Source: an optimization exercise on an open RTL-to-GDS flow (aim: small area, a short achievable clock period and few clock cycles). Production flows keep margins and buffers that such runs may drop.
The RTL was checked by simulation tests, not by an equivalence proof against the original design.
Power is estimated from default activity; no workload was simulated.

==> design.v <==
module MyDesign (
  input   wire dut_run                    , 
  output  reg dut_busy                   ,
  input   wire reset_b                    ,  
  input   wire clk                        ,
  output reg        input_sram_write_enable    ,
  output wire [11:0] input_sram_write_addresss  ,
  output wire [15:0] input_sram_write_data      ,
  output reg [11:0] input_sram_read_address    ,
  input wire [15:0] input_sram_read_data       ,
  output reg        output_sram_write_enable    ,
  output reg [11:0] output_sram_write_addresss  ,
  output reg [15:0] output_sram_write_data      ,
  output reg [11:0] output_sram_read_address    ,
  input wire [15:0] output_sram_read_data       ,
  output wire        scratchpad_sram_write_enable    ,
  output wire [11:0] scratchpad_sram_write_addresss  ,
  output wire [15:0] scratchpad_sram_write_data      ,
  output wire [11:0] scratchpad_sram_read_address    ,
  input wire [15:0] scratchpad_sram_read_data       ,
  output reg        weights_sram_write_enable    ,
  output wire [11:0] weights_sram_write_addresss  ,
  output wire [15:0] weights_sram_write_data      ,
  output reg [11:0] weights_sram_read_address    ,
  input wire [15:0] weights_sram_read_data       
);
  assign input_sram_write_addresss = 12'd0;
  assign input_sram_write_data = 16'd0;
  assign weights_sram_write_addresss = 12'd0;
  assign weights_sram_write_data = 16'd0;
  assign scratchpad_sram_write_enable = 1'b0;
  assign scratchpad_sram_write_addresss = 12'd0;
  assign scratchpad_sram_write_data = 16'd0;
  assign scratchpad_sram_read_address = 12'd0;
  localparam s0 = 4'b0000;	 
  localparam s1 = 4'b0001;	 
  localparam s2 = 4'b0010;	 
  localparam s3 = 4'b0011;	 
  localparam s4 = 4'b0100;	 
  localparam s5 = 4'b0101;	 
  localparam s6 = 4'b0110;	 
  localparam s7 = 4'b0111;	 
  localparam s8 = 4'b1000;	 
  localparam s9 = 4'b1001;	 
  localparam s10 = 4'b1010;	 
  localparam s11 = 4'b1011;	 
  localparam s12 = 4'b1100;	 
  localparam s13 = 4'b1101;	 
  localparam s14 = 4'b1110;	 
  localparam s15 = 4'b1111;	 
  localparam s16 = 5'b10000; 
  localparam s17 = 5'b10001; 
  localparam s18 = 5'b10010; 
  localparam s19 = 5'b10011; 
  localparam s20 = 5'b10100; 
  localparam s21 = 5'b10101; 
  localparam s22 = 5'b10110; 
  localparam s23 = 5'b10111; 
  localparam s24 = 5'b11000; 
  localparam s25 = 5'b11001; 
  localparam s26 = 5'b11010; 
  reg [4:0] current_state;
  reg [4:0] next_state;
  reg [6:0] Nvalue;
  reg [15:0] NvalueAddress;
  reg [6:0] NvalueCounter;
  reg [5:0] CurrentRowCounter;
  reg [5:0] CurrentColumnCounter;
  reg OutputSramSlotFlag;
  reg OutputSramSlotControl;
  reg [2:0] InputReadAddressel;
  reg [1:0] WeightReadAddressSel;
  reg [1:0] OutputReadAddressSel;
  reg [15:0] NextInputData;
  reg signed [7:0] W1,W2,W3,W4,W5,W6,W7,W8,W9;
  reg signed [7:0] R1a,R1b,R2a,R2b,R3a,R3b,R4a,R4b,R5a,R5b,R6a,R6b,R7a,R7b,R8a,R8b;  
  reg signed [19:0] MAC1,MAC2,MAC3,MAC4;
  reg signed [7:0] ResMAC12,ResMAC34,MaxPoolResult;
 always@(posedge clk)
  begin
	if (InputReadAddressel == 3'b000)
		input_sram_read_address <= 0;
	else if (InputReadAddressel == 3'b001)
		input_sram_read_address <= input_sram_read_address +1;
	else if (InputReadAddressel == 3'b010)
		input_sram_read_address <= input_sram_read_address ;
	else if (InputReadAddressel == 3'b011)
		input_sram_read_address <=(NvalueAddress+1)+((Nvalue>>1) * (2*CurrentRowCounter)) + CurrentColumnCounter;			 
	else if (InputReadAddressel == 3'b100)
		input_sram_read_address <= (NvalueAddress+1)+((Nvalue>>1) * ((2*CurrentRowCounter)+1)) + CurrentColumnCounter;		 
	else if (InputReadAddressel == 3'b101)
		input_sram_read_address <= (NvalueAddress+1)+((Nvalue>>1) * ((2*CurrentRowCounter)+2)) + CurrentColumnCounter;		 
	else if (InputReadAddressel == 3'b110)
		input_sram_read_address <= (NvalueAddress+1)+((Nvalue>>1) * ((2*CurrentRowCounter)+3)) + CurrentColumnCounter;		 
	else if (InputReadAddressel == 3'b111)
		input_sram_read_address <= NvalueAddress;
	if (OutputReadAddressSel == 2'b00)
		output_sram_read_address <= 0;
	else if (OutputReadAddressSel == 2'b01)
		output_sram_read_address <= output_sram_read_address +1;
	else if (OutputReadAddressSel == 2'b10)
		output_sram_read_address <= output_sram_read_address;
	if (WeightReadAddressSel == 2'b00)
		weights_sram_read_address <= 0 ;
	else if (WeightReadAddressSel == 2'b01)
		weights_sram_read_address <= weights_sram_read_address +1;
	else if (WeightReadAddressSel == 2'b10)
		weights_sram_read_address <= weights_sram_read_address;
  end
  always@(posedge clk)
  begin
  if (reset_b)
  current_state <= next_state;
  else
  current_state <= s0;
  end
  always @ (*)
  begin
  casex (current_state)
  s0:
	begin 
		InputReadAddressel = 3'b000;
		OutputReadAddressSel = 2'b00;
		WeightReadAddressSel = 2'b00;
		OutputSramSlotControl = 0;
		if (dut_run == 1'b1)
			next_state = s1;
		else
			next_state = s0;
	end
  s1: 
	begin
		InputReadAddressel = 3'b011;
		OutputReadAddressSel = 2'b10;
		WeightReadAddressSel = 2'b01;
		OutputSramSlotControl = 0;
		next_state = s2;
	end
  s2: 
	begin
		InputReadAddressel = 3'b001;
		OutputReadAddressSel = 2'b10;
		WeightReadAddressSel = 2'b01;
		OutputSramSlotControl = 0;
		next_state = s3;
	end
  s3: 
	begin
		InputReadAddressel = 3'b100;
		OutputReadAddressSel = 2'b10;
		WeightReadAddressSel = 2'b01;
		OutputSramSlotControl = 0;
		next_state = s4;
	end 
  s4: 
	begin
		InputReadAddressel = 3'b001;
		OutputReadAddressSel = 2'b10;
		WeightReadAddressSel = 2'b01;
		OutputSramSlotControl = 0;
		next_state = s5;
	end 	
  s5: 
	begin
		InputReadAddressel = 3'b101;
		OutputReadAddressSel = 2'b10;
		WeightReadAddressSel = 2'b00;
		OutputSramSlotControl = 0;
		next_state = s6;
	end
  s6: 
	begin
		InputReadAddressel = 3'b001;
		OutputReadAddressSel = 2'b10;
		WeightReadAddressSel = 2'b00;
		OutputSramSlotControl = 0;
		next_state = s7;
	end
  s7: 
	begin
		InputReadAddressel = 3'b110;
		OutputReadAddressSel = 2'b10;
		WeightReadAddressSel = 2'b00;
		OutputSramSlotControl = 0;
		next_state = s8;
	end
  s8: 
	begin
		InputReadAddressel = 3'b001;
		OutputReadAddressSel = 2'b10;
		WeightReadAddressSel = 2'b00;
		OutputSramSlotControl = 0;
		next_state = s9;
	end
  s9: 
	begin
		InputReadAddressel = 3'b001;
		OutputReadAddressSel = 2'b10;
		WeightReadAddressSel = 2'b00;
		OutputSramSlotControl = 0;
		next_state = s10;
	end
  s10: 
	begin
		InputReadAddressel = 3'b010;
		OutputReadAddressSel = 2'b10;
		WeightReadAddressSel = 2'b00;
		OutputSramSlotControl = 0;
		next_state = s11;
	end
  s11: 
	begin
		InputReadAddressel = 3'b010;
		OutputReadAddressSel = 2'b10;
		WeightReadAddressSel = 2'b00;
		OutputSramSlotControl = 0;
		next_state = s12;
	end
  s12: 
	begin
		InputReadAddressel = 3'b010;
		OutputReadAddressSel = 2'b10;
		WeightReadAddressSel = 2'b00;
		OutputSramSlotControl = 0;
		next_state = s13;
	end
  s13: 
	begin
		InputReadAddressel = 3'b010;
		OutputReadAddressSel = 2'b10;
		WeightReadAddressSel = 2'b00;
		OutputSramSlotControl = 0;
		if (OutputSramSlotFlag == 1)
		begin
			if ((~((CurrentColumnCounter == 0) & (CurrentRowCounter == 0))) || (~(NvalueAddress == 0)))
			begin
				OutputReadAddressSel = 2'b01;
			end
		end
		next_state = s14;
	end
  s14: 
	begin
		InputReadAddressel = 3'b010;
		OutputReadAddressSel = 2'b10;
		WeightReadAddressSel = 2'b00;
		OutputSramSlotControl = 0;
		next_state = s15;
	end
	s15:
	begin
		InputReadAddressel = 3'b010;
		OutputReadAddressSel = 2'b10;
		WeightReadAddressSel = 2'b10;
		OutputSramSlotControl = 0;
		next_state = s16;
	end
  s16:
	begin
		InputReadAddressel = 3'b010;
		OutputReadAddressSel = 2'b10;
		WeightReadAddressSel = 2'b10;
		OutputSramSlotControl = 0;
		next_state = s17;
	end
 s17:
	begin
		InputReadAddressel = 3'b010;
		OutputReadAddressSel = 2'b10;
		WeightReadAddressSel = 2'b10;
		OutputSramSlotControl = 0;
		if (NextInputData == 16'hFFFF)
			next_state = s0;
		else
			next_state = s18;
	end
  s18:
	begin
		InputReadAddressel = 3'b010;
		OutputReadAddressSel = 2'b10;
		WeightReadAddressSel = 2'b10;
		OutputSramSlotControl = 0;
		if (~((CurrentColumnCounter == 0) & (CurrentRowCounter == 0)))
		begin
			InputReadAddressel = 3'b111;
		end
		else
			OutputSramSlotControl = 1;		
		next_state = s1;
	end
	default:
	begin
		InputReadAddressel = 3'b000;
		OutputReadAddressSel = 2'b00;
		WeightReadAddressSel = 2'b00;
		OutputSramSlotControl = 0;
		next_state = s0;
	end
	endcase
end	
always@ (posedge clk)
begin
	if (current_state == s0)
	begin
		dut_busy <= 0;
		MAC1 <=0;
		MAC2 <= 0;
		MAC3 <= 0;
		MAC4 <= 0;
		ResMAC12 =0;
		ResMAC34 =0;
		MaxPoolResult = 0;
		NextInputData <= 0;
		CurrentRowCounter = 0;
		CurrentColumnCounter = 0;
		input_sram_write_enable <= 1'b0;
		weights_sram_write_enable <= 1'b0;
		output_sram_write_enable <=1'b0;
		OutputSramSlotFlag <= 1;
		NvalueAddress <= input_sram_read_address;
		Nvalue <= input_sram_read_data[6:0];
		NvalueCounter <= (input_sram_read_data[6:0] - 2) >> 1;
	end
	else if (current_state == s1)
	begin
		dut_busy <= 1;
		output_sram_write_enable <=0;
	end
	else if (current_state == s2)
	begin
		W1 <= weights_sram_read_data[15:8];
		W2 <= weights_sram_read_data[7:0];
	end
	else if (current_state == s3)
	begin
		W3 <= weights_sram_read_data[15:8];
		W4 <= weights_sram_read_data[7:0];
		R1a <= input_sram_read_data[15:8];
		R1b <= input_sram_read_data[7:0];
	end
	else if (current_state == s4)
	begin
		W5 <= weights_sram_read_data[15:8];
		W6 <= weights_sram_read_data[7:0];
		R2a <= input_sram_read_data[15:8];
		R2b <= input_sram_read_data[7:0];	
		MAC1 <= (R1a * W1) + MAC1;
		MAC2 <= (R1b * W1) + MAC2;
	end
	else if (current_state == s5)
	begin
		W7 <= weights_sram_read_data[15:8];
		W8 <= weights_sram_read_data[7:0];
		R3a <= input_sram_read_data[15:8];
		R3b <= input_sram_read_data[7:0];
		MAC1 <= (R1b * W2) + MAC1;
		MAC2 <= (R2a * W2) + MAC2;
	end
	else if (current_state == s6)
	begin
		W9 <= weights_sram_read_data[15:8];
		R4a <= input_sram_read_data[15:8];
		R4b <= input_sram_read_data[7:0];
		MAC1 <= (R2a * W3) + MAC1;
		MAC2 <= (R2b * W3) + MAC2;	
		MAC3 <= (R3a * W1)+ MAC3;
		MAC4 <= (R3b * W1)+ MAC4;
	end
	else if (current_state == s7)
	begin
		R5a <= input_sram_read_data[15:8];
		R5b <= input_sram_read_data[7:0];
		MAC1 <= (R3a * W4)+ MAC1;
		MAC2 <= (R3b * W4)+ MAC2;
		MAC3 <= (R3b * W2) + MAC3;	
		MAC4 <= (R4a * W2)+ MAC4;
	end
	else if (current_state == s8)
	begin
		R6a <= input_sram_read_data[15:8];
		R6b <= input_sram_read_data[7:0];
		MAC1 <= (R3b * W5) + MAC1;
		MAC2 <= (R4a * W5)+ MAC2;
		MAC3 <= (R4a * W3)+ MAC3;
		MAC4 <= (R4b * W3) + MAC4;
	end
	else if (current_state == s9)
	begin
		R7a <= input_sram_read_data[15:8];
		R7b <= input_sram_read_data[7:0];
		MAC1 <= (R4a * W6)+ MAC1;
		MAC2 <= (R4b * W6) + MAC2;
		MAC3 <= (R5a * W4)+ MAC3;
		MAC4 <= (R5b * W4)+ MAC4;
	end
	else if (current_state == s10)
	begin
		R8a <= input_sram_read_data[15:8];
		R8b <= input_sram_read_data[7:0];
		MAC1 <= (R5a * W7)+ MAC1;
		MAC2 <= (R5b * W7)+ MAC2;
		MAC3 <= (R5b * W5) + MAC3;
		MAC4 <= (R6a * W5)+ MAC4;	
	end
	else if (current_state == s11)
	begin
		NextInputData <= input_sram_read_data;
		MAC1 <= (R5b * W8) + MAC1;
		MAC2 <= (R6a * W8)+ MAC2;
		MAC3 <= (R6a * W6)+ MAC3;
		MAC4 <= (R6b * W6) + MAC4;
	end
	else if (current_state == s12)
	begin
		MAC1 <= (R6a * W9)+ MAC1;
		MAC2 <= (R6b * W9) + MAC2;
		MAC3 <= (R7a * W7)+ MAC3;
		MAC4 <= (R7b * W7)+ MAC4;		
	end
	else if (current_state == s13)		 
	begin
		if (MAC1[19] == 1)
			MAC1 <= 1'b0;
		else if (MAC1 > 7'b1111111)
			MAC1 <= 7'b1111111;
		if (MAC2[19] == 1)
			MAC2 <= 1'b0;
		else if (MAC2 > 7'b1111111)
			MAC2 <= 7'b1111111;
		MAC3 <= (R7b * W8)+ MAC3;
		MAC4 <= (R8a * W8)+ MAC4;
	end
	else if (current_state == s14)
	begin
		MAC3 <= (R8a * W9)+ MAC3;
		MAC4 <= (R8b * W9) + MAC4;	
	end
	else if (current_state == s15)		 
	begin
		if (MAC3[19] == 1)
			MAC3 <= 1'b0;
		else if (MAC3 > 7'b1111111)
			MAC3 <= 7'b1111111;
		if (MAC4[19] == 1)
			MAC4 <= 1'b0;
		else if (MAC4 > 7'b1111111)
			MAC4 <= 7'b1111111;
		output_sram_write_data <=output_sram_read_data;
		OutputSramSlotFlag <= ~OutputSramSlotFlag;
		CurrentColumnCounter = CurrentColumnCounter +1;		 
	end
	else if (current_state == s16)		 
	begin
		if (MAC1 > MAC2)
			ResMAC12 = MAC1[7:0];
		else
			ResMAC12 = MAC2[7:0];
		if (MAC3 > MAC4)
			ResMAC34 = MAC3[7:0];
		else
			ResMAC34 = MAC4[7:0];
		if (ResMAC12 > ResMAC34)
			MaxPoolResult = ResMAC12;
		else
			MaxPoolResult = ResMAC34;
		if (CurrentColumnCounter == NvalueCounter)			 
		begin
			CurrentRowCounter = CurrentRowCounter + 1;
			CurrentColumnCounter = 0;
		end
	end
	else if (current_state == s17)			 
	begin
		output_sram_write_addresss = output_sram_read_address;
		if (OutputSramSlotFlag)
			output_sram_write_data <= {output_sram_read_data[15:8],MaxPoolResult};
		else
			output_sram_write_data <= {MaxPoolResult,8'b00000000};
		output_sram_write_enable <=1;
		MAC1 <=0;
		MAC2 <= 0;
		MAC3 <= 0;
		MAC4 <= 0;
		ResMAC12 =0;
		ResMAC34 =0;
		MaxPoolResult = 0;	
		if (CurrentRowCounter == NvalueCounter)		 
		begin
			CurrentRowCounter = 0;
			CurrentColumnCounter =0;	
			NvalueAddress <= input_sram_read_address;
			Nvalue <= input_sram_read_data[6:0];
			NvalueCounter <= (input_sram_read_data[6:0] - 2) >> 1;
		end				
	end
	else if (current_state == s18)
	begin
		if (OutputSramSlotControl)
			OutputSramSlotFlag <=1;
	end
end
endmodule
==> run.sh <==
#!/bin/bash
# synth_recipe.tcl (not shown) runs the flow's synth.tcl, then flattens the netlist and writes it again
# the make line also repeats each setting of config.mk as NAME=value (left out here)
make -C /OpenROAD-flow-scripts/flow DESIGN_CONFIG=/design/flow/config.mk WORK_HOME=/design/flow/orfs CLKGATE_MAP_FILE= SYNTH_SCRIPT=/design/flow/synth_recipe.tcl finish
==> config.mk <==
export PLATFORM = sky130hd
export DESIGN_NAME = MyDesign
export DESIGN_NICKNAME = MyDesign
export VERILOG_FILES = /design/flow/design.v
export SDC_FILE = /design/flow/constraint.sdc
export NUM_CORES = 4
export LEC_CHECK = 0
export CAP_MARGIN = 20
export CORE_MARGIN = 2
export CORE_UTILIZATION = 40
export SLEW_MARGIN = 20
==> constraint.sdc <==
create_clock -name core_clock -period 10.0 [get_ports {clk}]
set_input_delay 2.0000 -clock core_clock [delete_from_list [all_inputs] [get_ports {clk}]]
set_output_delay 2.0000 -clock core_clock [all_outputs]
set_load 0.01 [all_outputs]
==> impl_metrics.csv <==
group,metric,value,unit
critical_path,required,10660,ps
sta,fmax,0.128,GHz
critical_path,startpoint_type,"flop",
sta,rsz0062_at_grt,"false",
floorplan,die_w,625,um
drt,ant_nets,0,
placed_design,hpwl,413000,um
drt,drc,0,
placed_design,port_buffers,116,
drt,wire_per_inst,24.2,um
drt,vias,115000,
sta,slew_headroom,17.2,%
synth,ys_types,89,
synth,synth_area,0.154,mm2
clock_tree,holdBufCountCts,0,
critical_path,rrSetupSlack,2170,ps
floorplan,fp.dieArea,0.390,mm2
clock_tree,cts_root_buf,"clkbuf_16",
drt,highest_layer,"met5",
floorplan,die_h,625,um
critical_path,critPathArrivalTime,8490,ps
drt,wl,516000,um
sta,slew_viol_final,0,
clock_tree,numClockSinks,413,
critical_path,worst_r2r_endpoint,"MAC3[17]",
floorplan,core_area,0.383,mm2
drt,via_per_inst,5.40,
sta,setup_slack,2170,ps
global_route,antenna_found_initial,62,
critical_path,crit_path_end,"MAC3[17]",
drt,drt_iter0_markers,9869,
pwr,peakVddDrop,0.296,mV
drt,met3_length,52600,um
min_path,hp-class,"reg -> reg",
synth,yosysWarningCount,1,
clock_tree,insertion_delay,840,ps
floorplan,ios,232,
run,cap_violations,0,
global_route,grt_max_degree,60,
clock_tree,path_clk_slew,70,ps
sta,hold_violations,0,
layout,syn2layout_area_growth,6.14,%
clock_tree,cts_tree,"built",
sta,worst_slew_pin_slew,1240,ps
synth,synth_seq_cells,413,
global_route,grt_first_pass_wirelength,772000,um
sta,timing.final.crit_share,78.3,%
sta,fin_setup_tns,0,ps
critical_path,cp-end-kind,"flop",
critical_path,crit_type,"reg -> reg",
clock_tree,cts-resized-gates,0,
outcome,status,"timing/DRC/antenna clean",
sta,min_period,7830,ps
synth,synth_edf_count,253,
global_route,grt_usage,26.8,%
pwr,leakage,0.0816,uW
drt,wl_met1,205000,um
layout,layout-drive-gt1-share,3.07,%
synth,synth_area_per_cell,9.47,um2
global_route,grt_pass1_vias,119000,
drt,met2WireLength,231000,um
floorplan,rows,227,
floorplan,start_util,40.2,%
synth,seq_area_frac_synth,7.00,%
critical_path,cp_max_fo,12,
layout,n_fill_cell,37400,
sta,finClkSkew,95.3,ps
critical_path,ff2ff_path_depth,20,
clock_tree,post_cts_buffers,0,
clock_tree,numCtsBuffers,60,
synth,ys.flop_type,"edfxtp_1",
placed_design,place_ws,2390,ps
critical_path,reg2reg_from,"W6[0]",
clock_tree,clock_path_buffers,3,
sta,setup_viol,0,
drt,drt_pass1_iterations,8,
placed_design,gp_congestion,0.988,
pwr,powerDensity,174,mW/mm2
synth,synth_cells,16300,
critical_path,setup.worst_path.start,"W6[0]",
layout,nNetsFinal,21300,
clock_tree,h-tree-depth,2,
global_route,overflow,0,
synth,synthArstFlopShare,0,%
==> sequential cells by signal, summed over array words and instances (netlist names), 12 cells and up <==
register and flops:
MAC1 20, MAC2 20, MAC3 20, MAC4 20, NextInputData 16, NvalueAddress 12
input_sram_read_address 12, output_sram_read_address 12, output_sram_write_addresss 12, output_sram_write_data 16, weights_sram_read_address 12
==> worst min-delay path by stage <==
| stage | from | end | slack [ps] | depth (start not counted) |
|---|---|---|---|---|
| after global routing | NextInputData[7] | NextInputData[7] | 470 | 2 |
| after floorplan | NextInputData[13] | NextInputData[13] | 440 | 2 |
| after CTS | NextInputData[7] | NextInputData[7] | 450 | 2 |
| after detailed placement | NextInputData[7] | NextInputData[7] | 450 | 2 |
| after global placement | NextInputData[12] | NextInputData[12] | 440 | 2 |
| final | NextInputData[7] | NextInputData[7] | 460 | 2 |
==> metrics by stage <==
step                      hold WS (ps)  total power [uW]  util [%]  instances  cell area, um2
after CTS                          455             28200      42.7      21300          163000
after floorplan                    436             18800         -      16400          155000
after detailed placement           446             25600      42.1      21200          161000
after global placement             442             25500      42.1      21200          161000
final                              455             28500      42.7      21300          164000
after global routing               466             31200      42.7      21300          164000
==> metal layers <==
| metal | vias to the layer above | GRT usage, % |
|---|---|---|
| li1 | 50200 | - |
| met1 | 59000 | 35.0 |
| met2 | 5004 | 42.1 |
| met3 | 1028 | 6.79 |
| met4 | 20 | 11.8 |
| met5 | - | 0 |
==> power breakdown <==
part	internal [uW]	switching (uW)
sequential	1930	255
clock	1210	1140
combinational	9470	14500
==> final cells by class <==
type	instances	area (um2)	share of cell area [%]
clock buffer	77	1620	0.988
tap	5038	6300	3.85
timing repair buffer	415	3450	2.11
sequential	413	10800	6.60
clock inverter	37	367	0.224
antenna	51	128	0.0780
inverter	3636	13700	8.35
multi-input combinational	11700	127000	77.8
==> synth_stat cells (62+ instances only) <==
cell,count,share of area [%]
a21o_1,164,0.80
nor2_1,444,1.1
and2_1,1136,4.6
dfxtp_1,160,2.1
a31oi_1,73,0.30
fa_1,3273,42
nand2b_1,221,0.90
nor3_1,130,0.42
a21oi_1,483,1.6
clkbuf_1,531,1.3
o21a_1,66,0.32
a22oi_1,71,0.35
a211oi_1,108,0.53
o21bai_1,76,0.37
inv_1,3633,8.8
xor2_1,238,1.4
o211ai_1,62,0.30
buf_4,100,0.49
xnor2_1,572,3.2
edfxtp_1,253,4.9
nor2b_1,73,0.30
nand3_1,123,0.40
ha_1,1814,15
nand2_1,1339,3.3
a221oi_1,67,0.38
o21ai_0,382,1.2
o22ai_1,83,0.34
==> critical path: stages, from the launching register on <==
cell	delay, ps
edfxtp_1	1070
nand2_1	820
inv_1	300
fa_1	490
fa_1	500
fa_1	540
inv_1	60
fa_1	470
fa_1	500
inv_1	40
ha_1	330
o21a_1	130
a21oi_1	80
o31ai_1	400
a21oi_1	130
a211oi_1	400
a31o_2	260
xnor2_1	160
nor2_1	80
nor4_1	660
o22ai_1	180
==> layout by cell type (no fill, tap or decap), drive strengths merged, types with 73 or more instances in the layout <==
cell | Yosys | final
nand2b | 221 | 221
nand2 | 1339 | 1339
nor3 | 130 | 130
clkdlybuf4s50 | 0 | 110
ha | 1814 | 1814
fa | 3273 | 3273
conb | 1 | 99
xor2 | 238 | 238
and2 | 1136 | 1136
clkbuf | 531 | 77
nor2 | 445 | 445
a211oi | 108 | 108
o21bai | 76 | 76
a21o | 165 | 165
edfxtp | 253 | 253
a31oi | 73 | 73
xnor2 | 572 | 572
a21oi | 484 | 484
nand3 | 123 | 123
o22ai | 83 | 83
inv | 3633 | 3640
buf | 139 | 305
o21ai | 384 | 384
nor2b | 73 | 73
dfxtp | 160 | 160
==> logic make-up after synthesis <==
group / share of synthesized area [%]
and+or+nand+nor: 12.0
xor gates and xnor gates: 4.62
DFF: 7.00
muxes: 0.284
buffers and inverters: 10.7
other: 0.00243
adders and majority gates: 57.2
AOI/OAI and AO/OA: 8.15
Testbench counts, summed over its fixed seeds: cycles 206,900.

## static timing again, ports no longer ideal
The results above use ideal ports. As a check the final layout listed here was re-extracted and re-timed, cells and wires unchanged.
Step 1, drivers: a clkbuf_16 drives clk and a buf_2 each remaining input, both assumed.
Step 2 times the ports against the registers' clock, not the clock port: input delays grow and output delays shrink by t, the midpoint of the rising clock arrivals with the driver on.
Slacks: ideal ports / drivers / drivers and shift; pairs: ideal ports / drivers.
shift t [ns]: 0.885
slack for setup (ns): 2.168 / 2.168 / 2.168
clock arrival spread, ns: 0.096 / 0.096
After both steps this run still meets setup and hold. For this run, drivers alone change the setup slack by 0.000 ns; drivers and shift together by 0.000 ns.
